Background: an optimization exercise with open tools, aiming at small area, a short achievable clock period and few clock cycles per item. Do not read the settings as production practice.
RTL that was checked went through simulation tests only; none was proved equivalent to the original.
Function not checked in run 1: the RTL went through the layout flow alone.

**design/flow/config.mk**
```make
export PLATFORM = sky130hd
export DESIGN_NAME = evaluator
export DESIGN_NICKNAME = evaluator
export VERILOG_FILES = /design/flow/design.v
export SDC_FILE = /design/flow/constraint.sdc
export NUM_CORES = 4
export LEC_CHECK = 0
export CAP_MARGIN = 20
export CORE_MARGIN = 2
export CORE_UTILIZATION = 40
export SLEW_MARGIN = 20
```
**design/flow/constraint.sdc**
```tcl
create_clock -name core_clock -period 4.0 [get_ports {clk_i}]
set_input_delay 0.8000 -clock core_clock [delete_from_list [all_inputs] [get_ports {clk_i}]]
set_output_delay 0.8000 -clock core_clock [all_outputs]
set_load 0.01 [all_outputs]
```
**design/flow/design.v**
```verilog
module summator(
    input  [7:0]  a1,
    input  [7:0]  b1,
    output [16:0] res1
);
    wire t1, t2, t3, t4, t5, t6, t7, t8, t9, t10, t11, t12, t13, t14, t15, t16, t17, t18, t19, t20, t21, t22, t23, t24, t25, t26, t27, t28, t29, t30, t31, t32, t33, t34, t35, t36, t37, t38, t39, t40, t41, t42, t43, t44, t45, t46, t47, t48, t49, t50, t51, t52, t53, t54, t55, t56, t57, t58, t59, t60, t61, t62, t63, t64, t65, t66, t67, t68, t69, t70, t71, t72, t73, t74, t75, t76, t77, t78, t79, t80, t81, t82, t83, t84, t85, t86, t87, t88, t89, t90, t91, t92, t93, t94, t95, t96, t97, t98, t99, t100, t101, t102, t103, t104, t105, t106, t107, t108, t109, t110, t111, t112, t113, t114, t115, t116, t117, t118, t119, t120, t121, t122, t123, t124, t125, t126, t127, t128, t129, t130, t131, t132, t133, t134, t135, t136, t137, t138, t139, t140, t141, t142, t143, t144, t145, t146, t147, t148, t149, t150, t151, t152, t153, t154, t155, t156, t157, t158, t159, t160, t161, t162, t163, t164, t165, t166, t167, t168;
    wire [16:0] r0 = {t168, t166, t164, t162, t160, t158, t156, t154, t152, t150, t148, t146, t144, t119, t3, 1'b0, t1};
    wire [16:0] r1 = {1'b0, t167, t165, t163, t161, t159, t157, t155, t153, t151, t149, t147, t145, t143, t4, 1'b0, t2};
    assign t1 = a1[0];
    assign t2 = b1[0];
    assign t3 = (a1[1] & ~a1[0]);
    assign t4 = (b1[1] & ~b1[0]);
    assign t5 = (a1[0] & a1[1]);
    assign t6 = (a1[0] & a1[2]);
    assign t7 = (b1[0] & b1[1]);
    assign t8 = (b1[0] & b1[2]);
    assign t9 = (a1[2] & ~a1[1]);
    assign t10 = (a1[0] & a1[3]);
    assign t11 = (b1[2] & ~b1[1]);
    assign t12 = (b1[0] & b1[3]);
    assign t13 = (a1[1] & a1[2]);
    assign t14 = (a1[0] & a1[4]);
    assign t15 = (a1[1] & a1[3]);
    assign t16 = (b1[1] & b1[2]);
    assign t17 = (b1[0] & b1[4]);
    assign t18 = (b1[1] & b1[3]);
    assign t19 = (a1[3] & ~a1[2]);
    assign t20 = (a1[0] & a1[5]);
    assign t21 = (a1[1] & a1[4]);
    assign t22 = (b1[3] & ~b1[2]);
    assign t23 = (b1[0] & b1[5]);
    assign t24 = (b1[1] & b1[4]);
    assign t25 = (a1[2] & a1[3]);
    assign t26 = (a1[0] & a1[6]);
    assign t27 = (a1[1] & a1[5]);
    assign t28 = (a1[2] & a1[4]);
    assign t29 = (b1[2] & b1[3]);
    assign t30 = (b1[0] & b1[6]);
    assign t31 = (b1[1] & b1[5]);
    assign t32 = (b1[2] & b1[4]);
    assign t33 = (a1[4] & ~a1[3]);
    assign t34 = (a1[0] & a1[7]);
    assign t35 = (a1[1] & a1[6]);
    assign t36 = (a1[2] & a1[5]);
    assign t37 = (b1[4] & ~b1[3]);
    assign t38 = (b1[0] & b1[7]);
    assign t39 = (b1[1] & b1[6]);
    assign t40 = (b1[2] & b1[5]);
    assign t41 = (a1[3] & a1[4]);
    assign t42 = (a1[1] & a1[7]);
    assign t43 = (a1[2] & a1[6]);
    assign t44 = (a1[3] & a1[5]);
    assign t45 = (b1[3] & b1[4]);
    assign t46 = (b1[1] & b1[7]);
    assign t47 = (b1[2] & b1[6]);
    assign t48 = (b1[3] & b1[5]);
    assign t49 = (a1[5] & ~a1[4]);
    assign t50 = (a1[2] & a1[7]);
    assign t51 = (a1[3] & a1[6]);
    assign t52 = (b1[5] & ~b1[4]);
    assign t53 = (b1[2] & b1[7]);
    assign t54 = (b1[3] & b1[6]);
    assign t55 = (a1[4] & a1[5]);
    assign t56 = (a1[3] & a1[7]);
    assign t57 = (a1[4] & a1[6]);
    assign t58 = (b1[4] & b1[5]);
    assign t59 = (b1[3] & b1[7]);
    assign t60 = (b1[4] & b1[6]);
    assign t61 = (a1[6] & ~a1[5]);
    assign t62 = (a1[4] & a1[7]);
    assign t63 = (b1[6] & ~b1[5]);
    assign t64 = (b1[4] & b1[7]);
    assign t65 = (a1[5] & a1[6]);
    assign t66 = (a1[5] & a1[7]);
    assign t67 = (b1[5] & b1[6]);
    assign t68 = (b1[5] & b1[7]);
    assign t69 = (a1[7] & ~a1[6]);
    assign t70 = (b1[7] & ~b1[6]);
    assign t71 = (a1[6] & a1[7]);
    assign t72 = (b1[6] & b1[7]);
    assign t73 = t25 ^ t26 ^ t27;
    assign t74 = (t25 & t26) | (t25 & t27) | (t26 & t27);
    assign t75 = t33 ^ t34 ^ t35;
    assign t76 = (t33 & t34) | (t33 & t35) | (t34 & t35);
    assign t77 = t36 ^ t37;
    assign t78 = t36 & t37;
    assign t79 = t41 ^ t42 ^ t43;
    assign t80 = (t41 & t42) | (t41 & t43) | (t42 & t43);
    assign t81 = t44 ^ t45 ^ t46;
    assign t82 = (t44 & t45) | (t44 & t46) | (t45 & t46);
    assign t83 = t49 ^ t50 ^ t51;
    assign t84 = (t49 & t50) | (t49 & t51) | (t50 & t51);
    assign t85 = t55 ^ t56;
    assign t86 = t55 & t56;
    assign t87 = t13 ^ t14 ^ t15;
    assign t88 = (t13 & t14) | (t13 & t15) | (t14 & t15);
    assign t89 = t19 ^ t20 ^ t21;
    assign t90 = (t19 & t20) | (t19 & t21) | (t20 & t21);
    assign t91 = t22 ^ t23;
    assign t92 = t22 & t23;
    assign t93 = t28 ^ t29 ^ t30;
    assign t94 = (t28 & t29) | (t28 & t30) | (t29 & t30);
    assign t95 = t31 ^ t32 ^ t73;
    assign t96 = (t31 & t32) | (t31 & t73) | (t32 & t73);
    assign t97 = t38 ^ t39 ^ t40;
    assign t98 = (t38 & t39) | (t38 & t40) | (t39 & t40);
    assign t99 = t74 ^ t75 ^ t77;
    assign t100 = (t74 & t75) | (t74 & t77) | (t75 & t77);
    assign t101 = t47 ^ t48 ^ t76;
    assign t102 = (t47 & t48) | (t47 & t76) | (t48 & t76);
    assign t103 = t78 ^ t79 ^ t81;
    assign t104 = (t78 & t79) | (t78 & t81) | (t79 & t81);
    assign t105 = t52 ^ t53 ^ t54;
    assign t106 = (t52 & t53) | (t52 & t54) | (t53 & t54);
    assign t107 = t80 ^ t82 ^ t83;
    assign t108 = (t80 & t82) | (t80 & t83) | (t82 & t83);
    assign t109 = t57 ^ t58 ^ t59;
    assign t110 = (t57 & t58) | (t57 & t59) | (t58 & t59);
    assign t111 = t60 ^ t84 ^ t85;
    assign t112 = (t60 & t84) | (t60 & t85) | (t84 & t85);
    assign t113 = t61 ^ t62 ^ t63;
    assign t114 = (t61 & t62) | (t61 & t63) | (t62 & t63);
    assign t115 = t64 ^ t86;
    assign t116 = t64 & t86;
    assign t117 = t65 ^ t66 ^ t67;
    assign t118 = (t65 & t66) | (t65 & t67) | (t66 & t67);
    assign t119 = t5 ^ t6;
    assign t120 = t5 & t6;
    assign t121 = t9 ^ t10 ^ t11;
    assign t122 = (t9 & t10) | (t9 & t11) | (t10 & t11);
    assign t123 = t16 ^ t17 ^ t18;
    assign t124 = (t16 & t17) | (t16 & t18) | (t17 & t18);
    assign t125 = t24 ^ t88 ^ t89;
    assign t126 = (t24 & t88) | (t24 & t89) | (t88 & t89);
    assign t127 = t90 ^ t92 ^ t93;
    assign t128 = (t90 & t92) | (t90 & t93) | (t92 & t93);
    assign t129 = t94 ^ t96 ^ t97;
    assign t130 = (t94 & t96) | (t94 & t97) | (t96 & t97);
    assign t131 = t98 ^ t100 ^ t101;
    assign t132 = (t98 & t100) | (t98 & t101) | (t100 & t101);
    assign t133 = t102 ^ t104 ^ t105;
    assign t134 = (t102 & t104) | (t102 & t105) | (t104 & t105);
    assign t135 = t106 ^ t108 ^ t109;
    assign t136 = (t106 & t108) | (t106 & t109) | (t108 & t109);
    assign t137 = t110 ^ t112 ^ t113;
    assign t138 = (t110 & t112) | (t110 & t113) | (t112 & t113);
    assign t139 = t68 ^ t114 ^ t116;
    assign t140 = (t68 & t114) | (t68 & t116) | (t114 & t116);
    assign t141 = t69 ^ t70;
    assign t142 = t69 & t70;
    assign t143 = t7 ^ t8;
    assign t144 = t7 & t8;
    assign t145 = t12 ^ t120 ^ t121;
    assign t146 = (t12 & t120) | (t12 & t121) | (t120 & t121);
    assign t147 = t87 ^ t122 ^ t123;
    assign t148 = (t87 & t122) | (t87 & t123) | (t122 & t123);
    assign t149 = t91 ^ t124 ^ t125;
    assign t150 = (t91 & t124) | (t91 & t125) | (t124 & t125);
    assign t151 = t95 ^ t126 ^ t127;
    assign t152 = (t95 & t126) | (t95 & t127) | (t126 & t127);
    assign t153 = t99 ^ t128 ^ t129;
    assign t154 = (t99 & t128) | (t99 & t129) | (t128 & t129);
    assign t155 = t103 ^ t130 ^ t131;
    assign t156 = (t103 & t130) | (t103 & t131) | (t130 & t131);
    assign t157 = t107 ^ t132 ^ t133;
    assign t158 = (t107 & t132) | (t107 & t133) | (t132 & t133);
    assign t159 = t111 ^ t134 ^ t135;
    assign t160 = (t111 & t134) | (t111 & t135) | (t134 & t135);
    assign t161 = t115 ^ t136 ^ t137;
    assign t162 = (t115 & t136) | (t115 & t137) | (t136 & t137);
    assign t163 = t117 ^ t138 ^ t139;
    assign t164 = (t117 & t138) | (t117 & t139) | (t138 & t139);
    assign t165 = t118 ^ t140 ^ t141;
    assign t166 = (t118 & t140) | (t118 & t141) | (t140 & t141);
    assign t167 = t71 ^ t72 ^ t142;
    assign t168 = (t71 & t72) | (t71 & t142) | (t72 & t142);
    assign res1 = r0 + r1;
endmodule
module sqrt(
    input  [6:0] rem_i,
    input  [5:0] y_i,
    input  [5:0] x_i,
    output [6:0] rem_o,
    output [2:0] bits_o
);
    wire [8:0]  r1 = {rem_i, x_i[5:4]};
    wire [9:0]  t1 = {1'b0, r1} - {2'b00, y_i, 2'b01};
    wire        b1 = ~t1[9];
    wire [7:0]  q1 = b1 ? t1[7:0] : r1[7:0];
    wire [6:0]  y1 = {y_i, b1};
    wire [9:0]  r2 = {q1, x_i[3:2]};
    wire [10:0] t2 = {1'b0, r2} - {2'b00, y1, 2'b01};
    wire        b2 = ~t2[10];
    wire [8:0]  q2 = b2 ? t2[8:0] : r2[8:0];
    wire [7:0]  y2 = {y1, b2};
    wire [10:0] r3 = {q2, x_i[1:0]};
    wire [11:0] t3 = {1'b0, r3} - {2'b00, y2, 2'b01};
    wire        b3 = ~t3[11];
    wire [9:0]  q3 = b3 ? t3[9:0] : r3[9:0];
    assign rem_o  = q3[6:0];
    assign bits_o = {b1, b2, b3};
endmodule
module evaluator(
    input clk_i ,
    input rst_i ,
    input [7:0] a_bi ,
    input [7:0] b_bi ,
    input start_i ,
    output ready,
    output busy_o ,
    output reg [8:0] y_bo
);
    reg        busy;
    reg [1:0]  cnt;      
    reg [16:0] x;        
    reg [6:0]  rem;      
    wire [16:0] n;
    wire [6:0]  rem_nx;
    wire [2:0]  bits;
    wire        first = (cnt == 2'd0);
    wire [5:0]  x_sel = first          ? {1'b0, x[16:12]} :
                        (cnt == 2'd1)  ? x[11:6] : x[5:0];
    summator sq_sum(.a1(a_bi), .b1(b_bi), .res1(n));
    sqrt     rows(.rem_i(first ? 7'd0 : rem), .y_i(y_bo[5:0]),
                  .x_i(x_sel), .rem_o(rem_nx), .bits_o(bits));
    assign busy_o = busy;
    assign ready  = ~busy;
    always @(posedge clk_i) begin
        x   <= n;
        rem <= rem_nx;
    end
    always @(posedge clk_i)
        if (rst_i) begin
            busy <= 1'b0;
            cnt  <= 2'd0;
            y_bo <= 9'd0;
        end else if (busy) begin
            y_bo <= {y_bo[5:0], bits};
            cnt  <= (cnt == 2'd2) ? 2'd0 : cnt + 2'd1;
            if (cnt == 2'd2)
                busy <= 1'b0;
        end else if (start_i) begin
            busy <= 1'b1;
            y_bo <= 9'd0;
        end
endmodule
```
**design/flow/run.sh**
```bash
#!/bin/bash
# synth_recipe.tcl (not shown) runs the flow's synth.tcl, then flattens the netlist and writes it again
# the make line also repeats each setting of config.mk as NAME=value (left out here)
make -C /OpenROAD-flow-scripts/flow DESIGN_CONFIG=/design/flow/config.mk WORK_HOME=/design/flow/orfs CLKGATE_MAP_FILE= SYNTH_SCRIPT=/design/flow/synth_recipe.tcl finish
```
==> impl_results.html, run 1 <==
<table>
<tr><th>Metric</th><th>Value</th></tr>
<tr><th colspan="2">Cells and area</th></tr>
<tr><td>Most used cells in the layout excluding fill and tap cells</td><td>buf_4, inv_1, nand2_1, dfxtp_1</td></tr>
<tr><td>Area Growth Syn to Fin</td><td>50.3%</td></tr>
<tr><td>Diodes inserted</td><td>0</td></tr>
<tr><td>Post-layout nets</td><td>811</td></tr>
<tr><td>Fraction of layout cells with a size suffix above 1</td><td>0.413</td></tr>
<tr><td>Commonest non-fill, non-tap cell in the layout</td><td>buf_4</td></tr>
<tr><th colspan="2">Global routing</th></tr>
<tr><td>Most utilized layer in the global route result</td><td>met2</td></tr>
<tr><td>Global routing met1 resource utilization</td><td>0.296</td></tr>
<tr><td>Number of global-route vias before repair</td><td>around 4200</td></tr>
<tr><td>Met3 demand-to-capacity share in global routing</td><td>0.0267</td></tr>
<tr><td>Initial antenna violation count</td><td>0</td></tr>
<tr><td>Fraction of met2 tracks used by global routing</td><td>0.362</td></tr>
<tr><td>Overall overflow remaining after global route</td><td>0</td></tr>
<tr><td>Global-route wire length before repair</td><td>20200 um</td></tr>
<tr><td>Largest net degree at the start of global routing</td><td>16</td></tr>
<tr><td>Overall track demand over capacity in global routing</td><td>0.214</td></tr>
<tr><th colspan="2">Worst setup path</th></tr>
<tr><td>Startpoint of the worst register-to-register path</td><td>cnt[0]</td></tr>
<tr><td>CP Capture Type</td><td>flip-flop</td></tr>
<tr><td>Worst path max stage delay</td><td>between 0.4 and 0.5 ns</td></tr>
<tr><td>Number of cells on the worst reg-to-reg path</td><td>24</td></tr>
<tr><td>Critical path launch point</td><td>cnt[0]</td></tr>
<tr><td>Library cell contributing the largest single delay on the critical path</td><td>or4b_4</td></tr>
<tr><td>Crit path DAT</td><td>roughly 5.0 ns</td></tr>
<tr><td>Critical-path cell list</td><td>or2_4 &gt; and2_4 &gt; ha_4 &gt; a21o_1 &gt; nand2_2 &gt; nand2_2 &gt; a21oi_4 &gt; buf_6 &gt; mux2i_4 &gt; ha_4 &gt; or4b_4 &gt; nand3b_4 &gt; nand4_1 &gt; nand2b_4 &gt; buf_6 &gt; mux2i_2 &gt; ha_1 &gt; buf_4 &gt; o21ai_0 &gt; nand2b_1 &gt; a21o_1 &gt; a21oi_2 &gt; xnor2_1 &gt; mux2_4</td></tr>
<tr><td>Critical Setup Path Class</td><td>flip-flop to flip-flop</td></tr>
<tr><td>Critical Path Sink</td><td>rem[6]</td></tr>
<tr><td>R2r endpoint</td><td>rem[6]</td></tr>
<tr><td>Reg-to-reg setup timing slack</td><td>-0.86 ns</td></tr>
<tr><td>Critical path fanouts, max</td><td>6</td></tr>
<tr><td>Data required time of the critical path</td><td>4.18 ns</td></tr>
<tr><td>Worst setup SP type</td><td>flip-flop</td></tr>
<tr><th colspan="2">Placement</th></tr>
<tr><td>Port Buf Inserts</td><td>29</td></tr>
<tr><td>Placer Congestion</td><td>0.882</td></tr>
<tr><td>HPWL after DPL</td><td>approximately 9700 um</td></tr>
<tr><th colspan="2">STA</th></tr>
<tr><td>Relative slew slack</td><td>0.629</td></tr>
<tr><td>Final number of max-transition violations</td><td>0</td></tr>
<tr><td>Final setup vio count</td><td>8</td></tr>
<tr><td>Final critical delay including setup and external delays</td><td>4.86 ns</td></tr>
<tr><td>Final worst-path setup slack</td><td>-0.860 ns</td></tr>
<tr><td>Share of the clock period used by the worst path</td><td>1.21</td></tr>
<tr><td>Worst-margin pin slew</td><td>0.550 ns</td></tr>
<tr><td>Clk_skew</td><td>~0.0065 ns</td></tr>
<tr><td>RSZ-0062 raised after global routing</td><td>yes</td></tr>
<tr><td>Worst hold slack</td><td>around 0.6 ns</td></tr>
<tr><td>Setup TNS</td><td>-6.69 ns</td></tr>
<tr><td>Achievable Freq</td><td>slightly above 0.2 GHz</td></tr>
<tr><td>Final count of hold timing violations</td><td>0</td></tr>
<tr><th colspan="2">CTS</th></tr>
<tr><td>Clk Latency, worst-skew pair</td><td>0.28 ns</td></tr>
<tr><td>Worst-case clock buffer depth</td><td>2</td></tr>
<tr><td>Root Driver</td><td>clkbuf_8</td></tr>
<tr><td>Inserted Clock Buffers</td><td>5</td></tr>
<tr><td>TritonCTS Sinks</td><td>36</td></tr>
<tr><td>Maximum level of the CTS H-tree</td><td>2</td></tr>
<tr><td>CTS clock-pin slew for the worst setup and hold paths</td><td>0.07 ns</td></tr>
<tr><td>TritonCTS clock tree</td><td>done</td></tr>
<tr><th colspan="2">Routing</th></tr>
<tr><td>Count of antenna-violating nets left after detailed routing</td><td>0</td></tr>
<tr><td>Via count</td><td>4187</td></tr>
<tr><td>Aggregate routed wire length</td><td>~12000 um</td></tr>
<tr><td>DRC violation count after routing</td><td>0</td></tr>
<tr><td>Wirelength per Cell</td><td>roughly 14 um</td></tr>
<tr><td>1st-pass router iterations</td><td>4</td></tr>
<tr><td>Avg Vias per Cell</td><td>4.96</td></tr>
<tr><td>Starting DRC count in detailed routing</td><td>105</td></tr>
<tr><th colspan="2">Logic synthesis</th></tr>
<tr><td>Number of standard cells after synthesis</td><td>between 500 and 600</td></tr>
<tr><td>Async S/R FF share, synth</td><td>0</td></tr>
<tr><td>Register bit count reported by yosys</td><td>36</td></tr>
<tr><td>Warnings, synthesis</td><td>1</td></tr>
<tr><td>Yosys cell types</td><td>55</td></tr>
<tr><td>Post-synthesis area per instance</td><td>between 8 and 9 um2</td></tr>
<tr><td>Total nets after synthesis</td><td>633</td></tr>
<tr><td>Top flip-flop cell by instance count after synthesis</td><td>dfxtp_1</td></tr>
<tr><td>EDFF count, synth</td><td>0</td></tr>
<tr><td>Sequential area share after synthesis</td><td>0.161</td></tr>
<tr><td>Cell area after technology mapping</td><td>about 4500 um2</td></tr>
<tr><th colspan="2">Floorplanning</th></tr>
<tr><td>Area enclosed by the die boundary</td><td>~12000 um2</td></tr>
<tr><td>Total I/O pin count</td><td>30</td></tr>
<tr><td>Row cnt</td><td>38</td></tr>
<tr><td>Chip width</td><td>110 um</td></tr>
<tr><td>Initial Util</td><td>0.411</td></tr>
<tr><td>Area of the core</td><td>10900 um2</td></tr>
<tr><td>Die height</td><td>110 um</td></tr>
<tr><th colspan="2">Run status</th></tr>
<tr><td>Violated Checks</td><td>setup timing</td></tr>
<tr><td>Run status</td><td>failed layout checks</td></tr>
<tr><th colspan="2">Job</th></tr>
<tr><td>Max-cap check violation count</td><td>0</td></tr>
<tr><th colspan="2">Hold path</th></tr>
<tr><td>Path class of the lowest-slack min-delay path</td><td>flip-flop to flip-flop</td></tr>
</table>
logic make-up after synthesis:
kind of cell / synth area share
AO/OA/AOI/OAI: 0.125
XOR/XNOR: 0.0606
multiplexers: 0.0511
AND/OR/NAND/NOR: 0.205
buffers and inverters: 0.0813
flip-flops: 0.161
adder cells (fa/ha/maj): 0.316
critical path: cells and delay by family, from the launching register on:
kind,cells,cell delay (ns)
XOR/XNOR,1,0.07
multiplexers,3,0.77
adder cells (fa/ha/maj),3,0.70
buffers and inverters,3,0.47
AND/OR/NAND/NOR,9,1.63
AO/OA/AOI/OAI,5,0.73
flip-flops,1,0.37
cells in the mapped netlist, drive strengths merged (3+ instances only):
library cell	n	area [um2]
dfxtp	36	721
inv	82	308
and2	44	278
and3	4	25.0
o21ai	22	110
nand3	8	40.0
xor2	12	105
mux2i	9	90.1
ha	46	576
nand2	42	158
a31oi	4	25.0
clkbuf	4	15.0
o2111ai	3	26.3
nor2	26	97.6
nor2b	17	106
buf	6	41.3
o21a	4	30.0
fa	42	841
nand3b	3	26.3
o211ai	4	30.0
mux2	11	139
nor3	11	55.1
xnor2	19	166
nand2b	4	25.0
a21oi	30	158
a21o	8	60.1
layer usage:
layer	vias to the layer above	wire (um)
met5	-	0
met4	0	131
met3	13	277
met2	37	6040
met1	2057	5630
li1	2080	-
flip-flops by register name, summed over array words and instances, names as in the netlist:
| register | count |
|---|---|
| busy | 1 |
| y_bo | 9 |
| x | 17 |
| rem | 7 |
| cnt | 2 |
per-stage QoR:
step                instances   util  instance area, um2  worst slack [ns]
floorplan                 526      -                4760            -0.725
global placement          811  0.560                6090            -0.933
detailed placement        811  0.560                6090             -1.01
CTS                       838  0.598                6520            -0.812
global route              844  0.618                6730             -1.03
finish                    844  0.618                6730            -0.860
timing repair:
item | in CTS | in global routing
pin swaps | 40 | 53
setup buffers | 19 | 7
hold buffers | 0 | 0
endpoints found under the setup margin | 16 | 11
cloned | 1 | 0
gates resized for setup | 105 | 61
worst min path at each step:
stage                        from       to  cells past startpoint
after CTS                 y_bo[0]  y_bo[3]                      3
after detailed placement  y_bo[5]  y_bo[8]                      3
after global placement       x[1]   rem[1]                      2
after floorplan              x[1]   rem[1]                      2
after global routing      y_bo[5]  y_bo[8]                      3
final                     y_bo[0]  y_bo[3]                      3
area by class of cell:
class                           count  area (um2)
Clock buffer                        7        96.3
Fill cell                         887        4160
Inverter                           82         308
Multi-Input combinational cell    398        3980
Sequential cell                    36         726
Tap cell                          140         175
Timing Repair Buffer              181        1450
==> run 2: changes to the inputs <==
--- a/design/flow/design.v
+++ b/design/flow/design.v
@@ -3,2 +3,3 @@
     input  [7:0]  b1,
+    output [16:0] res0,
     output [16:0] res1
@@ -6,4 +7,4 @@
     wire t1, t2, t3, t4, t5, t6, t7, t8, t9, t10, t11, t12, t13, t14, t15, t16, t17, t18, t19, t20, t21, t22, t23, t24, t25, t26, t27, t28, t29, t30, t31, t32, t33, t34, t35, t36, t37, t38, t39, t40, t41, t42, t43, t44, t45, t46, t47, t48, t49, t50, t51, t52, t53, t54, t55, t56, t57, t58, t59, t60, t61, t62, t63, t64, t65, t66, t67, t68, t69, t70, t71, t72, t73, t74, t75, t76, t77, t78, t79, t80, t81, t82, t83, t84, t85, t86, t87, t88, t89, t90, t91, t92, t93, t94, t95, t96, t97, t98, t99, t100, t101, t102, t103, t104, t105, t106, t107, t108, t109, t110, t111, t112, t113, t114, t115, t116, t117, t118, t119, t120, t121, t122, t123, t124, t125, t126, t127, t128, t129, t130, t131, t132, t133, t134, t135, t136, t137, t138, t139, t140, t141, t142, t143, t144, t145, t146, t147, t148, t149, t150, t151, t152, t153, t154, t155, t156, t157, t158, t159, t160, t161, t162, t163, t164, t165, t166, t167, t168;
-    wire [16:0] r0 = {t168, t166, t164, t162, t160, t158, t156, t154, t152, t150, t148, t146, t144, t119, t3, 1'b0, t1};
-    wire [16:0] r1 = {1'b0, t167, t165, t163, t161, t159, t157, t155, t153, t151, t149, t147, t145, t143, t4, 1'b0, t2};
+    assign res0 = {t168, t166, t164, t162, t160, t158, t156, t154, t152, t150, t148, t146, t144, t119, t3, 1'b0, t1};
+    assign res1 = {1'b0, t167, t165, t163, t161, t159, t157, t155, t153, t151, t149, t147, t145, t143, t4, 1'b0, t2};
     assign t1 = a1[0];
@@ -176,27 +177,14 @@
     assign t168 = (t71 & t72) | (t71 & t142) | (t72 & t142);
-    assign res1 = r0 + r1;
 endmodule
-module sqrt(
-    input  [6:0] rem_i,
-    input  [5:0] y_i,
-    input  [5:0] x_i,
-    output [6:0] rem_o,
-    output [2:0] bits_o
+module sqrt #(parameter RW = 4, parameter YW = 3) (
+    input  [RW-1:0] rem_i,
+    input  [YW-1:0] y_i,
+    input  [1:0]    x_i,
+    output [RW:0]   rem_o,
+    output          bit_o
 );
-    wire [8:0]  r1 = {rem_i, x_i[5:4]};
-    wire [9:0]  t1 = {1'b0, r1} - {2'b00, y_i, 2'b01};
-    wire        b1 = ~t1[9];
-    wire [7:0]  q1 = b1 ? t1[7:0] : r1[7:0];
-    wire [6:0]  y1 = {y_i, b1};
-    wire [9:0]  r2 = {q1, x_i[3:2]};
-    wire [10:0] t2 = {1'b0, r2} - {2'b00, y1, 2'b01};
-    wire        b2 = ~t2[10];
-    wire [8:0]  q2 = b2 ? t2[8:0] : r2[8:0];
-    wire [7:0]  y2 = {y1, b2};
-    wire [10:0] r3 = {q2, x_i[1:0]};
-    wire [11:0] t3 = {1'b0, r3} - {2'b00, y2, 2'b01};
-    wire        b3 = ~t3[11];
-    wire [9:0]  q3 = b3 ? t3[9:0] : r3[9:0];
-    assign rem_o  = q3[6:0];
-    assign bits_o = {b1, b2, b3};
+    wire [RW+1:0] r = {rem_i, x_i};
+    wire [RW+2:0] t = {1'b0, r} - {{(RW-YW+1){1'b0}}, y_i, 2'b01};
+    assign bit_o = ~t[RW+2];
+    assign rem_o = bit_o ? t[RW:0] : r[RW:0];
 endmodule
@@ -213,14 +201,45 @@
     reg        busy;
-    reg [1:0]  cnt;      
-    reg [16:0] x;        
-    reg [6:0]  rem;      
-    wire [16:0] n;
-    wire [6:0]  rem_nx;
-    wire [2:0]  bits;
-    wire        first = (cnt == 2'd0);
-    wire [5:0]  x_sel = first          ? {1'b0, x[16:12]} :
-                        (cnt == 2'd1)  ? x[11:6] : x[5:0];
-    summator sq_sum(.a1(a_bi), .b1(b_bi), .res1(n));
-    sqrt     rows(.rem_i(first ? 7'd0 : rem), .y_i(y_bo[5:0]),
-                  .x_i(x_sel), .rem_o(rem_nx), .bits_o(bits));
+    reg [1:0]  ph;       
+    reg [4:0]  top;      
+    reg        c12;      
+    reg [11:0] nlo;      
+    reg [7:0]  rem;      
+    reg [3:0]  xq;       
+    wire [16:0] t0, t1;
+    summator sq_sum(.a1(a_bi), .b1(b_bi), .res0(t0), .res1(t1));
+    wire [12:0] lo_sum = t0[11:0] + t1[11:0];
+    always @(posedge clk_i) begin
+        top <= t0[16:12] + t1[16:12];
+        c12 <= lo_sum[12];
+        nlo <= lo_sum[11:0];
+    end
+    wire [2:0] yt;
+    wire [3:0] rt;
+    wire       pos, zero;
+    wire [2:0] e1, e0;
+    assign yt[0] = (c12 & ~top[2] & top[3]) | (~c12 & top[0] & top[3]) | (~top[0] & top[2] & top[3]) | (~c12 & top[1] & ~top[2] & ~top[4]) | (top[0] & ~top[1] & top[3]) | (c12 & ~top[0] & ~top[2] & ~top[4]) | (top[0] & ~top[1] & ~top[2] & ~top[4]) | (top[1] & ~top[2] & top[3]);
+    assign yt[1] = (~top[2] & top[3] & ~top[4]) | (top[2] & ~top[3] & ~top[4]) | (~top[0] & top[3] & ~top[4]) | (~top[1] & top[2] & ~top[4]) | (~c12 & top[2] & ~top[4]) | (c12 & top[0] & top[1] & ~top[2] & ~top[4]);
+    assign yt[2] = (~top[3] & top[4]) | (~top[1] & top[4]) | (~top[0] & top[4]) | (~c12 & top[4]) | (~top[2] & top[4]) | (c12 & top[0] & top[1] & top[2] & top[3] & ~top[4]);
+    assign rt[0] = (~c12 & ~top[0] & top[1] & top[3]) | (c12 & top[0] & ~top[2] & top[3]) | (~c12 & top[0] & top[2] & ~top[3]) | (c12 & ~top[0] & ~top[3] & top[4]) | (~c12 & ~top[0] & top[2] & top[3]) | (~c12 & top[0] & ~top[3] & top[4]) | (c12 & ~top[0] & top[2] & ~top[3]) | (c12 & top[0] & ~top[1] & top[3]) | (~c12 & ~top[0] & top[1] & ~top[2] & ~top[4]) | (c12 & top[0] & ~top[1] & ~top[2] & ~top[4]);
+    assign rt[1] = (c12 & ~top[0] & top[1]) | (~c12 & top[0] & top[1]) | (~top[0] & top[1] & top[2] & ~top[3]) | (top[0] & top[1] & ~top[2] & top[3]) | (c12 & top[0] & ~top[1] & ~top[3] & top[4]) | (~c12 & ~top[0] & ~top[1] & top[2] & top[3]) | (~c12 & top[1] & ~top[3] & top[4]) | (c12 & top[0] & ~top[1] & top[2] & ~top[3]);
+    assign rt[2] = (c12 & ~top[0] & top[2] & top[4]) | (top[0] & ~top[1] & top[2] & top[3]) | (~c12 & top[2] & ~top[3] & top[4]) | (~c12 & top[1] & top[2] & top[3]) | (c12 & ~top[0] & top[2] & top[3]) | (~top[1] & top[2] & ~top[3] & top[4]) | (~c12 & ~top[0] & ~top[1] & ~top[2] & top[3] & ~top[4]) | (c12 & top[0] & top[1] & top[2] & ~top[3] & ~top[4]) | (c12 & top[0] & top[1] & ~top[2] & ~top[3] & top[4]);
+    assign rt[3] = (c12 & top[0] & top[1] & top[2] & ~top[3] & top[4]) | (~c12 & ~top[0] & ~top[1] & ~top[2] & top[3] & top[4]);
+    assign pos = (top[0] & top[1] & top[2] & ~top[3]) | (c12 & ~top[0] & top[1] & top[2]) | (c12 & top[2] & ~top[3] & top[4]) | (~c12 & top[0] & top[1] & top[2]) | (top[0] & ~top[1] & top[2] & top[3] & ~top[4]) | (~c12 & ~top[0] & ~top[1] & ~top[2] & top[3]) | (top[1] & top[2] & ~top[3] & top[4]) | (top[0] & top[2] & ~top[3] & top[4]) | (~top[0] & top[1] & top[2] & top[3] & ~top[4]) | (c12 & ~top[0] & top[1] & ~top[3] & ~top[4]) | (~c12 & top[0] & top[1] & ~top[3] & ~top[4]) | (c12 & ~top[1] & top[2] & top[3] & ~top[4]);
+    assign zero = (c12 & top[0] & ~top[1] & ~top[3] & ~top[4]) | (~c12 & ~top[0] & ~top[2] & ~top[3] & ~top[4]) | (c12 & top[0] & top[2] & top[3] & top[4]) | (~c12 & ~top[0] & top[1] & ~top[3] & ~top[4]) | (c12 & top[0] & top[1] & ~top[2] & top[3] & ~top[4]) | (~c12 & ~top[0] & ~top[1] & top[2] & ~top[3] & top[4]) | (~c12 & ~top[0] & ~top[1] & top[2] & top[3] & ~top[4]) | (~c12 & ~top[0] & top[1] & top[2] & top[3] & top[4]) | (c12 & top[0] & top[1] & ~top[2] & ~top[3] & top[4]);
+    assign e1[0] = (c12 & ~top[0] & top[1] & top[2]) | (~c12 & top[0] & top[1] & top[2]) | (c12 & ~top[0] & top[2] & ~top[3] & top[4]) | (c12 & ~top[0] & top[1] & ~top[3] & ~top[4]) | (~c12 & top[0] & top[2] & top[3] & ~top[4]) | (~c12 & top[0] & top[2] & ~top[3] & top[4]) | (~c12 & top[0] & top[1] & ~top[3] & ~top[4]) | (c12 & ~top[0] & top[2] & top[3] & ~top[4]);
+    assign e1[1] = (~top[0] & top[1] & top[2] & ~top[3] & top[4]) | (~top[0] & top[1] & top[2] & top[3] & ~top[4]) | (~c12 & top[1] & top[2] & ~top[3] & top[4]) | (~c12 & top[1] & top[2] & top[3] & ~top[4]) | (~c12 & ~top[0] & ~top[1] & ~top[2] & top[3] & ~top[4]) | (c12 & top[0] & top[1] & top[2] & ~top[3] & ~top[4]) | (c12 & top[0] & ~top[1] & top[2] & ~top[3] & top[4]) | (c12 & top[0] & ~top[1] & top[2] & top[3] & ~top[4]);
+    assign e1[2] = (c12 & top[0] & top[1] & top[2] & ~top[3] & top[4]) | (~c12 & ~top[0] & ~top[1] & ~top[2] & top[3] & top[4]);
+    assign e0[0] = (c12 & top[0] & top[1] & top[2] & ~top[3]) | (~c12 & ~top[0] & ~top[1] & ~top[2] & top[3]) | (c12 & top[0] & top[2] & ~top[3] & top[4]) | (c12 & top[0] & ~top[1] & top[2] & top[3] & ~top[4]) | (~c12 & ~top[0] & top[1] & top[2] & ~top[3] & top[4]) | (~c12 & ~top[0] & top[1] & top[2] & top[3] & ~top[4]);
+    assign e0[1] = (c12 & top[1] & top[2] & ~top[3] & top[4]) | (top[0] & top[1] & top[2] & ~top[3] & top[4]) | (~c12 & ~top[0] & ~top[1] & ~top[2] & top[3] & top[4]) | (c12 & ~top[0] & top[1] & top[2] & top[3] & ~top[4]) | (~c12 & top[0] & top[1] & top[2] & top[3] & ~top[4]);
+    assign e0[2] = 1'b0;
+    wire [1:0] n5 = nlo[11:10];
+    wire       b5 = pos | (zero & (n5 != 2'd0));
+    wire [4:0] ra5 = !b5          ? {rt[2:0], n5} :
+                     (n5 != 2'd0) ? {e1, n5 - 2'd1} : {e0, 2'b11};
+    wire [5:0] ra4; wire b4;
+    sqrt #(5, 4) row4(.rem_i(ra5), .y_i({yt, b5}), .x_i(nlo[9:8]), .rem_o(ra4), .bit_o(b4));
+    wire [8:0] rb1; wire bb1;
+    wire [9:0] rb2; wire bb2;
+    sqrt #(8, 7) rowb1(.rem_i(rem), .y_i(y_bo[6:0]), .x_i(xq[3:2]), .rem_o(rb1), .bit_o(bb1));
+    sqrt #(9, 8) rowb2(.rem_i(rb1), .y_i({y_bo[6:0], bb1}), .x_i(xq[1:0]), .rem_o(rb2), .bit_o(bb2));
     assign busy_o = busy;
@@ -228,4 +247,4 @@
     always @(posedge clk_i) begin
-        x   <= n;
-        rem <= rem_nx;
+        rem <= (ph == 2'd0) ? {2'b00, ra4} : rb2[7:0];
+        xq  <= (ph == 2'd0) ? nlo[7:4] : nlo[3:0];
     end
@@ -234,13 +253,16 @@
             busy <= 1'b0;
-            cnt  <= 2'd0;
+            ph   <= 2'd0;
             y_bo <= 9'd0;
         end else if (busy) begin
-            y_bo <= {y_bo[5:0], bits};
-            cnt  <= (cnt == 2'd2) ? 2'd0 : cnt + 2'd1;
-            if (cnt == 2'd2)
+            if (ph == 2'd0)
+                y_bo <= {4'd0, yt, b5, b4};
+            else
+                y_bo <= {y_bo[6:0], bb1, bb2};
+            if (ph == 2'd2) begin
+                ph   <= 2'd0;
                 busy <= 1'b0;
-        end else if (start_i) begin
+            end else
+                ph <= ph + 2'd1;
+        end else if (start_i)
             busy <= 1'b1;
-            y_bo <= 9'd0;
-        end
 endmodule
==> impl_results.html, run 2 <==
<table>
<tr><th>Metric</th><th>Value</th></tr>
<tr><th colspan="2">Floorplanning</th></tr>
<tr><td>Initial Util</td><td>0.410 (-0.00102)</td></tr>
<tr><td>Die height</td><td>115 um (+4.9%)</td></tr>
<tr><td>Chip width</td><td>115 um (+4.9%)</td></tr>
<tr><td>Total I/O pin count</td><td>30 (unchanged)</td></tr>
<tr><td>Area enclosed by the die boundary</td><td>13300 um2 (+10%)</td></tr>
<tr><td>Row cnt</td><td>40 (+5.3%)</td></tr>
<tr><td>Area of the core</td><td>12100 um2 (+11%)</td></tr>
<tr><th colspan="2">Logic synthesis</th></tr>
<tr><td>Largest family of logic cells by synthesized area</td><td>adder cells</td></tr>
<tr><td>Synth top cells by count</td><td>inv_1, nand2_1, ha_1, fa_1, dfxtp_1</td></tr>
<tr><td>Async S/R FF share, synth</td><td>0 (unchanged)</td></tr>
<tr><td>Fraction of the mapped netlist area in compound gates</td><td>0.171 (+0.0455)</td></tr>
<tr><td>Synthesized-area fraction occupied by adder cells</td><td>0.285 (-0.0311)</td></tr>
<tr><td>Xor-xnor portion of the synthesized cell area</td><td>0.0478 (-0.0128)</td></tr>
<tr><td>Number of standard cells after synthesis</td><td>607 (+15%)</td></tr>
<tr><td>Mux share of post-synthesis cell area</td><td>0.0228 (-0.0284)</td></tr>
<tr><td>Total nets after synthesis</td><td>713 (+13%)</td></tr>
<tr><td>Cell area after technology mapping</td><td>4950 um2 (+11%)</td></tr>
<tr><td>Sequential area share after synthesis</td><td>0.170 (+0.00897)</td></tr>
<tr><td>Post-synth top area cell</td><td>fa_1</td></tr>
<tr><td>Cell with the most instances after synthesis</td><td>inv_1</td></tr>
<tr><td>Main area contributors after synthesis</td><td>fa_1, dfxtp_1, ha_1, inv_1, nand2_1</td></tr>
<tr><td>Warnings, synthesis</td><td>1 (unchanged)</td></tr>
<tr><td>Simple-gate share of the synthesized area</td><td>0.216 (+0.0111)</td></tr>
<tr><td>EDFF count, synth</td><td>0 (unchanged)</td></tr>
<tr><td>Post-synthesis area per instance</td><td>8.15 um2 (-4.2%)</td></tr>
<tr><td>Yosys cell types</td><td>66 (+20%)</td></tr>
<tr><td>Fraction of synthesized cell area taken by the top area cell type</td><td>0.174 (-0.0138)</td></tr>
<tr><td>Top flip-flop cell by instance count after synthesis</td><td>dfxtp_1</td></tr>
<tr><td>Register bit count reported by yosys</td><td>42 (+17%)</td></tr>
<tr><th colspan="2">Hold path</th></tr>
<tr><td>Path class of the lowest-slack min-delay path</td><td>flip-flop to flip-flop</td></tr>
<tr><td>Startpoint of the worst hold path</td><td>nlo[4]</td></tr>
<tr><td>Cell depth of the worst hold path</td><td>2 (-1)</td></tr>
<tr><th colspan="2">Run status</th></tr>
<tr><td>Run status</td><td>timing/DRC/antenna clean</td></tr>
<tr><th colspan="2">STA</th></tr>
<tr><td>Final setup vio count</td><td>0 (-8)</td></tr>
<tr><td>Final worst-path setup slack</td><td>0.125 ns (+0.984 ns)</td></tr>
<tr><td>Achievable Freq</td><td>0.258 GHz (+25%)</td></tr>
<tr><td>Final count of hold timing violations</td><td>0 (unchanged)</td></tr>
<tr><td>Relative slew slack</td><td>0.598 (-0.0312)</td></tr>
<tr><td>Worst-margin pin slew</td><td>0.602 ns (+0.0518 ns)</td></tr>
<tr><td>Clk_skew</td><td>0.00334 ns (-0.00318 ns)</td></tr>
<tr><td>Final critical delay including setup and external delays</td><td>3.88 ns (-0.984 ns)</td></tr>
<tr><td>Share of the clock period used by the worst path</td><td>0.969 (-0.246)</td></tr>
<tr><td>Worst hold slack</td><td>0.415 ns (-0.188 ns)</td></tr>
<tr><td>Final number of max-transition violations</td><td>0 (unchanged)</td></tr>
<tr><th colspan="2">Cells and area</th></tr>
<tr><td>Area of combinational cells with multiple inputs</td><td>3710 um2 (-6.8%)</td></tr>
<tr><td>Max reg flops</td><td>12 (-5)</td></tr>
<tr><td>Most used cells in the layout excluding fill and tap cells</td><td>inv_1, nand2_1, buf_4</td></tr>
<tr><td>Finished layout cell area</td><td>5900 um2 (-12%)</td></tr>
<tr><td>Area Growth Syn to Fin</td><td>19.1%</td></tr>
<tr><td>Diodes inserted</td><td>0 (unchanged)</td></tr>
<tr><td>Fraction of layout cells with a size suffix above 1</td><td>0.127 (-0.286)</td></tr>
<tr><td>Leading registers by flop count</td><td>nlo: 12 flops, y_bo: 9 flops, rem: 8 flops</td></tr>
<tr><td>Register Area</td><td>842 um2 (+16%)</td></tr>
<tr><td>Post-layout nets</td><td>774 (-4.6%)</td></tr>
<tr><td>Commonest non-fill, non-tap cell in the layout</td><td>inv_1</td></tr>
<tr><td>Layout Utilization</td><td>0.489 (-0.129)</td></tr>
<tr><td>Number of fillers in the final layout</td><td>1211 (+37%)</td></tr>
<tr><td>Register with the most flip-flops</td><td>nlo</td></tr>
<tr><th colspan="2">Worst setup path</th></tr>
<tr><td>Cell class contributing the biggest share of worst-path delay</td><td>adder cells</td></tr>
<tr><td>WP depth</td><td>15 (-38%)</td></tr>
<tr><td>Worst setup SP type</td><td>input port</td></tr>
<tr><td>CP Capture Type</td><td>flip-flop</td></tr>
<tr><td>Buf+Inv Stages, Crit Path</td><td>5 (+2)</td></tr>
<tr><td>Crit path DAT</td><td>4.08 ns (-0.96 ns)</td></tr>
<tr><td>Worst path max stage delay</td><td>0.56 ns (+0.07 ns)</td></tr>
<tr><td>Critical-path cell list</td><td>dlygate4sd2_1 &gt; nor2b_2 &gt; fa_2 &gt; inv_1 &gt; fa_2 &gt; fa_2 &gt; fa_1 &gt; inv_1 &gt; ha_1 &gt; inv_1 &gt; fa_2 &gt; inv_1 &gt; a21o_1 &gt; a21oi_1 &gt; xnor2_1</td></tr>
<tr><td>Library cell contributing the largest single delay on the critical path</td><td>fa_2</td></tr>
<tr><td>Number of cells on the worst reg-to-reg path</td><td>19 (-21%)</td></tr>
<tr><td>Startpoint of the worst register-to-register path</td><td>y_bo[0]</td></tr>
<tr><td>Critical Setup Path Class</td><td>input port to flip-flop</td></tr>
<tr><td>Critical path launch point</td><td>a_bi[5]</td></tr>
<tr><td>Critical path fanouts, max</td><td>4 (-2)</td></tr>
<tr><td>Data required time of the critical path</td><td>4.20 ns (+0.02 ns)</td></tr>
<tr><th colspan="2">Global routing</th></tr>
<tr><td>Overall track demand over capacity in global routing</td><td>0.167 (-0.0471)</td></tr>
<tr><td>Initial antenna violation count</td><td>0 (unchanged)</td></tr>
<tr><td>Global-route wire length before repair</td><td>18400 um (-9.0%)</td></tr>
<tr><td>Largest net degree at the start of global routing</td><td>21 (+5)</td></tr>
<tr><td>Overall overflow remaining after global route</td><td>0 (unchanged)</td></tr>
<tr><td>Number of global-route vias before repair</td><td>4085 (-3.0%)</td></tr>
<tr><th colspan="2">Routing</th></tr>
<tr><td>Starting DRC count in detailed routing</td><td>195 (+86%)</td></tr>
<tr><td>Wirelength per Cell</td><td>12.4 um (-13%)</td></tr>
<tr><td>Count of antenna-violating nets left after detailed routing</td><td>0 (unchanged)</td></tr>
<tr><td>Aggregate routed wire length</td><td>10400 um (-14%)</td></tr>
<tr><td>Avg Vias per Cell</td><td>4.94 (-0.46%)</td></tr>
<tr><td>Via count</td><td>4133 (-1.3%)</td></tr>
<tr><td>1st-pass router iterations</td><td>4 (unchanged)</td></tr>
<tr><td>DRC violation count after routing</td><td>0 (unchanged)</td></tr>
<tr><th colspan="2">CTS</th></tr>
<tr><td>TritonCTS Sinks</td><td>42 (+17%)</td></tr>
<tr><td>CTS clock-pin slew for the worst setup and hold paths</td><td>0.06 ns (about the same)</td></tr>
<tr><td>TritonCTS clock tree</td><td>done</td></tr>
<tr><td>Root Driver</td><td>clkbuf_16</td></tr>
<tr><td>Inserted Clock Buffers</td><td>5 (unchanged)</td></tr>
<tr><td>Clk Latency, worst-skew pair</td><td>0.28 ns (about the same)</td></tr>
<tr><td>Worst-case clock buffer depth</td><td>2 (unchanged)</td></tr>
<tr><td>Maximum level of the CTS H-tree</td><td>2 (unchanged)</td></tr>
<tr><th colspan="2">Placement</th></tr>
<tr><td>Port Buf Inserts</td><td>29 (unchanged)</td></tr>
<tr><td>HPWL after DPL</td><td>8580 um (-12%)</td></tr>
<tr><td>Instance area at placement</td><td>5660 um2 (-7.0%)</td></tr>
<tr><td>Placer Congestion</td><td>0.899 (+2.0%)</td></tr>
<tr><td>Worst slack at placement</td><td>-0.656 ns (+0.358 ns)</td></tr>
<tr><th colspan="2">Job</th></tr>
<tr><td>Max-cap check violation count</td><td>0 (unchanged)</td></tr>
</table>
## run 2: cell count changes after synthesis, moves of 5 or more
| cell | before | now |
|---|---|---|
| nand2_1 | 42 | 69 |
| nor2_1 | 26 | 32 |
| a21oi_1 | 28 | 35 |
| clkbuf_1 | 4 | 9 |
| o21ai_0 | 18 | 30 |
| dfxtp_1 | 36 | 42 |
## run 2: per-stage QoR
| step | TNS (ns) | cells |
|---|---|---|
| after floorplan | 0 | 607 |
| after global placement | -3.21 | 828 |
| after detailed placement | -4.04 | 828 |
| after CTS | 0 | 836 |
| after global routing | -0.213 | 837 |
| final | 0 | 837 |
## run 2: cell type report
class / count / share of cell area
clock buffers: 6 / 0.0236
clock inverters: 2 / 0.0102
inverters: 83 / 0.0528
multi-input cells: 461 / 0.629
flip-flops and latches: 42 / 0.143
well taps: 168 / 0.0357
repair buffers: 75 / 0.106
## run 2: worst paths after layout
path,endpoint,slack (ns)
setup reg to reg,rem[3],0.24
hold / removal,xq[0],0.41
hold reg to reg,xq[0],0.41
setup / recovery,top[4],0.12
## run 2: what timing repair did
item                       4_1_cts  5_1_grt
cloned                           0        0
hold endpoints to repair         0        0
pin swaps                        0        4
buffers inserted                 0        1
gates resized for setup         17       31
setup endpoints to repair        7       13
hold buffers                     0        0
## run 2: kinds of logic after synthesis
family	Yosys count
flip-flops	42
AO/OA/AOI/OAI	125
buffers and inverters	104
adder cells (fa/ha/maj)	87
multiplexers	11
AND/OR/NAND/NOR	211
XOR/XNOR	27
## run 2: tightest hold or removal path: cells and delay by family (launching register included)
family           cells  cell delay, ns
DFF                  1            0.30
and+or+nand+nor      2            0.08
## run 2: metal layers
layer / track usage / wire length, um
met5: 0 / 0
met4: 0.0305 / 112
met3: 0.0169 / 327
met2: 0.305 / 5150
met1: 0.215 / 4780
Testbench counts of run 2, summed over its fixed seeds: cycles 6,408, items 1,600.
==> run 3: changes to the inputs <==
--- a/design/flow/config.mk
+++ b/design/flow/config.mk
@@ -9,3 +9,5 @@
 export CORE_MARGIN = 2
-export CORE_UTILIZATION = 40
+export CORE_UTILIZATION = 60
+export GPL_TIMING_DRIVEN = 0
+export SETUP_SLACK_MARGIN = 0.3
 export SLEW_MARGIN = 20
==> impl_results.html, run 3 <==
<table>
<tr><th>Metric</th><th>Value</th></tr>
<tr><th colspan="2">Floorplanning</th></tr>
<tr><td>Area enclosed by the die boundary</td><td>8990 um2 (-32%)</td></tr>
<tr><td>Initial Util</td><td>0.611 (+0.201)</td></tr>
<tr><td>Total I/O pin count</td><td>30 (unchanged)</td></tr>
<tr><td>Area of the core</td><td>8090 um2 (-33%)</td></tr>
<tr><td>Row cnt</td><td>33 (-18%)</td></tr>
<tr><td>Die height</td><td>94.8 um (-18%)</td></tr>
<tr><td>Chip width</td><td>94.8 um (-18%)</td></tr>
<tr><th colspan="2">Logic synthesis</th></tr>
<tr><td>Fraction of synthesized cell area taken by the top area cell type</td><td>0.174 (unchanged)</td></tr>
<tr><td>Main area contributors after synthesis</td><td>fa_1, dfxtp_1, ha_1, inv_1, nand2_1</td></tr>
<tr><td>Warnings, synthesis</td><td>1 (unchanged)</td></tr>
<tr><td>Async S/R FF share, synth</td><td>0 (unchanged)</td></tr>
<tr><td>Total nets after synthesis</td><td>713 (unchanged)</td></tr>
<tr><td>Cell with the most instances after synthesis</td><td>inv_1</td></tr>
<tr><td>Post-synthesis area per instance</td><td>8.15 um2 (unchanged)</td></tr>
<tr><td>Top flip-flop cell by instance count after synthesis</td><td>dfxtp_1</td></tr>
<tr><td>Cell area after technology mapping</td><td>4950 um2 (unchanged)</td></tr>
<tr><td>EDFF count, synth</td><td>0 (unchanged)</td></tr>
<tr><td>Post-synth top area cell</td><td>fa_1</td></tr>
<tr><td>Number of standard cells after synthesis</td><td>607 (unchanged)</td></tr>
<tr><td>Yosys cell types</td><td>66 (unchanged)</td></tr>
<tr><td>Synth top cells by count</td><td>inv_1, nand2_1, ha_1, fa_1, dfxtp_1</td></tr>
<tr><td>Sequential area share after synthesis</td><td>0.170 (unchanged)</td></tr>
<tr><td>Register bit count reported by yosys</td><td>42 (unchanged)</td></tr>
<tr><th colspan="2">CTS</th></tr>
<tr><td>Inserted Clock Buffers</td><td>5 (unchanged)</td></tr>
<tr><td>TritonCTS Sinks</td><td>42 (unchanged)</td></tr>
<tr><td>Maximum level of the CTS H-tree</td><td>2 (unchanged)</td></tr>
<tr><td>Clk Latency, worst-skew pair</td><td>0.31 ns (+0.03 ns)</td></tr>
<tr><td>Root Driver</td><td>clkbuf_8</td></tr>
<tr><td>TritonCTS clock tree</td><td>done</td></tr>
<tr><td>Worst-case clock buffer depth</td><td>2 (unchanged)</td></tr>
<tr><td>CTS clock-pin slew for the worst setup and hold paths</td><td>0.09 ns (+0.03 ns)</td></tr>
<tr><th colspan="2">Cells and area</th></tr>
<tr><td>Most used cells in the layout excluding fill and tap cells</td><td>inv_1, nand2_1, fa_1, dfxtp_1</td></tr>
<tr><td>Area Growth Syn to Fin</td><td>17.5%</td></tr>
<tr><td>Max reg flops</td><td>12 (unchanged)</td></tr>
<tr><td>Number of fillers in the final layout</td><td>645 (-47%)</td></tr>
<tr><td>Fraction of layout cells with a size suffix above 1</td><td>0.167 (+0.0401)</td></tr>
<tr><td>Leading registers by flop count</td><td>nlo: 12 flops, y_bo: 9 flops, rem: 8 flops</td></tr>
<tr><td>Post-layout nets</td><td>763 (-1.4%)</td></tr>
<tr><td>Register with the most flip-flops</td><td>nlo</td></tr>
<tr><td>Number of non-filler instances in the completed layout</td><td>763 (-8.8%)</td></tr>
<tr><td>Layout Utilization</td><td>0.718 (+0.230)</td></tr>
<tr><td>Diodes inserted</td><td>0 (unchanged)</td></tr>
<tr><td>Commonest non-fill, non-tap cell in the layout</td><td>inv_1</td></tr>
<tr><th colspan="2">Worst setup path</th></tr>
<tr><td>Worst path max stage delay</td><td>0.56 ns (about the same)</td></tr>
<tr><td>Reg-to-reg setup timing slack</td><td>0.38 ns (+0.14 ns)</td></tr>
<tr><td>CP Capture Type</td><td>flip-flop</td></tr>
<tr><td>Critical-path cell list</td><td>buf_12 &gt; and2_4 &gt; fa_2 &gt; fa_2 &gt; fa_1 &gt; inv_1 &gt; fa_1 &gt; inv_1 &gt; ha_2 &gt; inv_2 &gt; fa_2 &gt; inv_2 &gt; a21o_1 &gt; a21oi_2 &gt; xnor2_1</td></tr>
<tr><td>Startpoint of the worst register-to-register path</td><td>y_bo[0]</td></tr>
<tr><td>Critical path fanouts, max</td><td>8 (+4)</td></tr>
<tr><td>Critical path launch point</td><td>a_bi[2]</td></tr>
<tr><td>Data required time of the critical path</td><td>4.20 ns (about the same)</td></tr>
<tr><td>Crit path DAT</td><td>3.85 ns (-0.23 ns)</td></tr>
<tr><td>Critical path's most frequent cell</td><td>fa_2</td></tr>
<tr><td>Library cell contributing the largest single delay on the critical path</td><td>fa_1</td></tr>
<tr><td>Critical Setup Path Class</td><td>input port to flip-flop</td></tr>
<tr><td>Worst setup SP type</td><td>input port</td></tr>
<tr><th colspan="2">Job</th></tr>
<tr><td>Max-cap check violation count</td><td>0 (unchanged)</td></tr>
<tr><th colspan="2">Routing</th></tr>
<tr><td>1st-pass router iterations</td><td>5 (+1)</td></tr>
<tr><td>Avg Vias per Cell</td><td>5.67 (+15%)</td></tr>
<tr><td>Starting DRC count in detailed routing</td><td>197 (+1.0%)</td></tr>
<tr><td>Aggregate routed wire length</td><td>10900 um (+4.8%)</td></tr>
<tr><td>Count of antenna-violating nets left after detailed routing</td><td>0 (unchanged)</td></tr>
<tr><td>Wirelength per Cell</td><td>14.3 um (+15%)</td></tr>
<tr><td>DRC violation count after routing</td><td>0 (unchanged)</td></tr>
<tr><td>Via count</td><td>4329 (+4.7%)</td></tr>
<tr><th colspan="2">Placement</th></tr>
<tr><td>Worst slack at placement</td><td>-0.542 ns (+0.114 ns)</td></tr>
<tr><td>HPWL after DPL</td><td>8400 um (-2.2%)</td></tr>
<tr><td>Placer Congestion</td><td>0.922 (+2.5%)</td></tr>
<tr><td>Number of placed instances, taps included</td><td>741 (-11%)</td></tr>
<tr><td>Port Buf Inserts</td><td>29 (unchanged)</td></tr>
<tr><th colspan="2">STA</th></tr>
<tr><td>Setup TNS</td><td>0 ns (unchanged)</td></tr>
<tr><td>Worst hold slack</td><td>0.422 ns (+0.00692 ns)</td></tr>
<tr><td>Share of the clock period used by the worst path</td><td>0.914 (-0.0552)</td></tr>
<tr><td>Relative slew slack</td><td>0.539 (-0.0590)</td></tr>
<tr><td>Clk_skew</td><td>0.0120 ns (+0.00866 ns)</td></tr>
<tr><td>Achievable Freq</td><td>0.274 GHz (+6.0%)</td></tr>
<tr><td>Final number of max-transition violations</td><td>0 (unchanged)</td></tr>
<tr><td>Final setup vio count</td><td>0 (unchanged)</td></tr>
<tr><td>RSZ-0062 raised after global routing</td><td>yes</td></tr>
<tr><td>Final count of hold timing violations</td><td>0 (unchanged)</td></tr>
<tr><td>Final critical delay including setup and external delays</td><td>3.65 ns (-0.221 ns)</td></tr>
<tr><td>Final worst-path setup slack</td><td>0.345 ns (+0.221 ns)</td></tr>
<tr><td>Worst-margin pin slew</td><td>0.689 ns (+0.0867 ns)</td></tr>
<tr><th colspan="2">Run status</th></tr>
<tr><td>Run status</td><td>timing/DRC/antenna clean</td></tr>
<tr><th colspan="2">Global routing</th></tr>
<tr><td>Overall track demand over capacity in global routing</td><td>0.251 (+0.0844)</td></tr>
<tr><td>Global-route wire length before repair</td><td>18200 um (-1.2%)</td></tr>
<tr><td>Initial antenna violation count</td><td>0 (unchanged)</td></tr>
<tr><td>Overall overflow remaining after global route</td><td>0 (unchanged)</td></tr>
<tr><td>Number of global-route vias before repair</td><td>4131 (+1.1%)</td></tr>
<tr><td>Largest net degree at the start of global routing</td><td>16 (-24%)</td></tr>
<tr><th colspan="2">Hold path</th></tr>
<tr><td>Startpoint of the worst hold path</td><td>nlo[7]</td></tr>
<tr><td>Path class of the lowest-slack min-delay path</td><td>flip-flop to flip-flop</td></tr>
</table>
-- run 3: cell counts after synthesis --
No cell type changed its count.
-- run 3: timing repair --
item | CTS | global route
hold buffers | 0 | 0
buffers inserted | 6 | 7
pin swaps | 17 | 23
setup endpoints to repair | 18 | 13
gates resized for setup | 83 | 63
endpoints found under the hold margin | 0 | 0
gates cloned | 1 | 0
-- run 3: layout make-up --
class                           instances  area [um2]  share of cell area
Inverter                               83         314              0.0540
Buffer                                 21         144              0.0248
Tap cell                              105         131              0.0226
Clock buffer                            5        68.8              0.0118
Clock inverter                          3        25.0             0.00430
Timing Repair Buffer                   43         369              0.0635
Sequential cell                        42         850               0.146
Multi-Input combinational cell        461        3910               0.673
-- run 3: path summary, 6_finish.rpt --
kind | end | cells past startpoint
max | top[4] | 15
min | xq[3] | 2
max reg2reg | rem[7] | 17
min reg2reg | xq[3] | 2
-- run 3: routing by layer --
metal | share of wire | global-route usage | vias to the layer above
li1 | - | - | 2115
met1 | 0.43 | 0.313 | 2088
met2 | 0.52 | 0.466 | 114
met3 | 0.038 | 0.0208 | 12
met4 | 0.015 | 0.0652 | 0
met5 | 0 | 0 | -
-- run 3: metrics by stage --
stage | instance area (um2)
6_report | 5810
3_3_place_gp | 5400
3_5_place_dp | 5400
4_1_cts | 5610
5_1_grt | 5810
2_1_floorplan | 4980
-- run 3: cells by family (layout without fill, tap and decap cells) --
group | after synthesis | in the layout | share of synthesized area
AO/OA/AOI/OAI | 125 | 125 | 0.171
buffers and inverters | 104 | 155 | 0.0880
flip-flops | 42 | 42 | 0.170
adder cells (fa/ha/maj) | 87 | 87 | 0.285
multiplexers | 11 | 11 | 0.0228
AND/OR/NAND/NOR | 211 | 211 | 0.216
XOR/XNOR | 27 | 27 | 0.0478
-- run 3: worst max-delay path: cells and delay by family --
family          cells  cell delay (ns)
fa+ha+maj           6             2.29
buf+inv             5             0.33
compound gates      2             0.16
simple gates        1             0.15
xor+xnor            1             0.11
==> run 4: changes to the inputs <==
--- a/design/flow/config.mk
+++ b/design/flow/config.mk
@@ -11,3 +11,2 @@
 export GPL_TIMING_DRIVEN = 0
-export SETUP_SLACK_MARGIN = 0.3
 export SLEW_MARGIN = 20
==> impl_results.html, run 4 <==
<table>
<tr><th>Metric</th><th>Value</th></tr>
<tr><th colspan="2">Cells and area</th></tr>
<tr><td>Register with the most flip-flops</td><td>nlo</td></tr>
<tr><td>Finished layout cell area</td><td>5500 um2 (-5.4%)</td></tr>
<tr><td>Post-layout nets</td><td>751 (-1.6%)</td></tr>
<tr><td>Area of combinational cells with multiple inputs</td><td>3720 um2 (-5.0%)</td></tr>
<tr><th colspan="2">Logic synthesis</th></tr>
<tr><td>Total nets after synthesis</td><td>713 (unchanged)</td></tr>
<tr><td>EDFF count, synth</td><td>0 (unchanged)</td></tr>
<tr><td>Warnings, synthesis</td><td>1 (unchanged)</td></tr>
<tr><td>Cell area after technology mapping</td><td>4950 um2 (unchanged)</td></tr>
<tr><td>Fraction of synthesized cell area taken by the top area cell type</td><td>0.174 (unchanged)</td></tr>
<tr><td>Main area contributors after synthesis</td><td>fa_1, dfxtp_1, ha_1, inv_1, nand2_1</td></tr>
<tr><th colspan="2">CTS</th></tr>
<tr><td>Inserted Clock Buffers</td><td>5 (unchanged)</td></tr>
<tr><td>CTS clock-pin slew for the worst setup and hold paths</td><td>0.09 ns (about the same)</td></tr>
<tr><td>Clk Latency, worst-skew pair</td><td>0.30 ns (about the same)</td></tr>
<tr><td>TritonCTS Sinks</td><td>42 (unchanged)</td></tr>
<tr><th colspan="2">Global routing</th></tr>
<tr><td>Largest net degree at the start of global routing</td><td>16 (unchanged)</td></tr>
<tr><td>Number of global-route vias before repair</td><td>4015 (-2.8%)</td></tr>
<tr><td>Initial antenna violation count</td><td>0 (unchanged)</td></tr>
<tr><td>Global-route wire length before repair</td><td>18000 um (-1.2%)</td></tr>
<tr><th colspan="2">Floorplanning</th></tr>
<tr><td>Chip width</td><td>94.8 um (unchanged)</td></tr>
<tr><td>Area of the core</td><td>8090 um2 (unchanged)</td></tr>
<tr><td>Area enclosed by the die boundary</td><td>8990 um2 (unchanged)</td></tr>
<tr><th colspan="2">STA</th></tr>
<tr><td>Achievable Freq</td><td>0.259 GHz (-5.5%)</td></tr>
<tr><td>RSZ-0062 raised after global routing</td><td>no</td></tr>
<tr><td>Final setup vio count</td><td>0 (unchanged)</td></tr>
<tr><td>Share of the clock period used by the worst path</td><td>0.967 (+0.0532)</td></tr>
<tr><td>Final count of hold timing violations</td><td>0 (unchanged)</td></tr>
<tr><th colspan="2">Routing</th></tr>
<tr><td>Count of antenna-violating nets left after detailed routing</td><td>0 (unchanged)</td></tr>
<tr><td>Aggregate routed wire length</td><td>10200 um (-6.1%)</td></tr>
<tr><td>DRC violation count after routing</td><td>0 (unchanged)</td></tr>
<tr><th colspan="2">Placement</th></tr>
<tr><td>Worst slack at placement</td><td>-0.691 ns (-0.149 ns)</td></tr>
<tr><th colspan="2">Worst setup path</th></tr>
<tr><td>Data required time of the critical path</td><td>4.19 ns (about the same)</td></tr>
<tr><th colspan="2">Run status</th></tr>
<tr><td>Run status</td><td>timing/DRC/antenna clean</td></tr>
<tr><th colspan="2">Hold path</th></tr>
<tr><td>Path class of the lowest-slack min-delay path</td><td>flip-flop to flip-flop</td></tr>
</table>
-- run 4: cell count changes in the layout (fill, tap and decap cells not counted), moves of 3 or more --
cell	change
ha_1	+9
a21oi_1	+4
ha_4	-8
clkbuf_2	+3
o21ai_0	+3
and2_4	-4
dfxtp_1	+4
buf_4	-15
and2_1	+4
inv_2	-3
inv_1	+4
a21oi_2	-4
dfxtp_2	-3
-- run 4: layout make-up --
type | count | area share
buffer | 20 | 0.0228
clock buffer | 5 | 0.0125
clock inverter | 3 | 0.00455
inverter | 83 | 0.0567
multi-input combinational | 461 | 0.676
sequential | 42 | 0.153
tap | 105 | 0.0239
timing repair buffer | 32 | 0.0505
-- run 4: kinds of logic after synthesis --
logic type / after synthesis / share of synthesized area
AOI/OAI and AO/OA: 125 / 0.171
xor gates and xnor gates: 27 / 0.0478
adders and majority gates: 87 / 0.285
buffers and inverters: 104 / 0.0880
DFF: 42 / 0.170
muxes: 11 / 0.0228
and+or+nand+nor: 211 / 0.216
-- run 4: worst max-delay path, cell delays in order --
cell             delay, ns
clkdlybuf4s15_2       0.26
nand2_1               0.10
fa_1                  0.50
fa_1                  0.37
inv_1                 0.08
fa_1                  0.43
fa_1                  0.45
ha_1                  0.32
a21boi_1              0.16
o21ai_1               0.13
nand2b_1              0.10
a21o_1                0.19
a21o_1                0.16
-- run 4: layer usage --
metal,vias to the layer above,GRT usage,wire length (um)
met5,-,0,0
met4,0,0.0737,186
met3,16,0.0295,449
met2,109,0.441,5130
met1,1953,0.311,4450
li1,2101,-,-
-- run 4: worst paths after layout --
check	slack [ns]	depth (start not counted)	start	endpoint
max	0.13	13	a_bi[3]	c12
min	0.42	2	nlo[5]	xq[1]
max reg2reg	0.32	18	y_bo[0]	rem[2]
min reg2reg	0.42	2	nlo[5]	xq[1]
-- run 4: repair_timing --
item / in CTS / in global routing
gates resized for setup: 31 / 36
gates cloned: 0 / 0
hold endpoints to repair: 0 / 0
setup buffers: 0 / 3
pin swaps: 0 / 3
endpoints found under the setup margin: 16 / 13

## re-timing with driven ports
No port has a modelled driver above. Below, the same layouts with a new extraction and two added sets of constraints. Step 1: set_driving_cell puts a clkbuf_16 on clk_i and a buf_2 on each other input, an assumption about the parent block. Step 2 times the ports against the registers' clock, not the clock port: input delays grow and output delays shrink by t, the midpoint of the rising clock arrivals with the driver on. Three values: ideal ports, drivers, drivers and shift; two values: the first two.
| run | shift t [ns] | slack for setup (ns) | worst hold slack (ns) | worst setup path at the end | latest minus earliest clock arrival (ns) |
|---|---|---|---|---|---|
| run 1 | 0.316 | -0.860 / -0.860 / -0.860 | 0.603 / 0.603 / 0.603 | register to register | 0.006 / 0.007 |
| run 2 | 0.318 | 0.125 / 0.147 / -0.171 | 0.415 / 0.415 / 0.415 | input to register | 0.004 / 0.004 |
| run 3 | 0.336 | 0.345 / 0.334 / -0.002 | 0.422 / 0.422 / 0.422 | input to register | 0.012 / 0.012 |
| run 4 | 0.326 | 0.133 / 0.142 / -0.184 | 0.425 / 0.425 / 0.425 | input to register | 0.011 / 0.011 |
With both steps, setup timing fails in run 2, run 3 and run 4, where it was met with ideal ports. For run 3, which loses most, drivers alone change the setup slack by -0.011 ns; drivers and shift together by -0.347 ns.
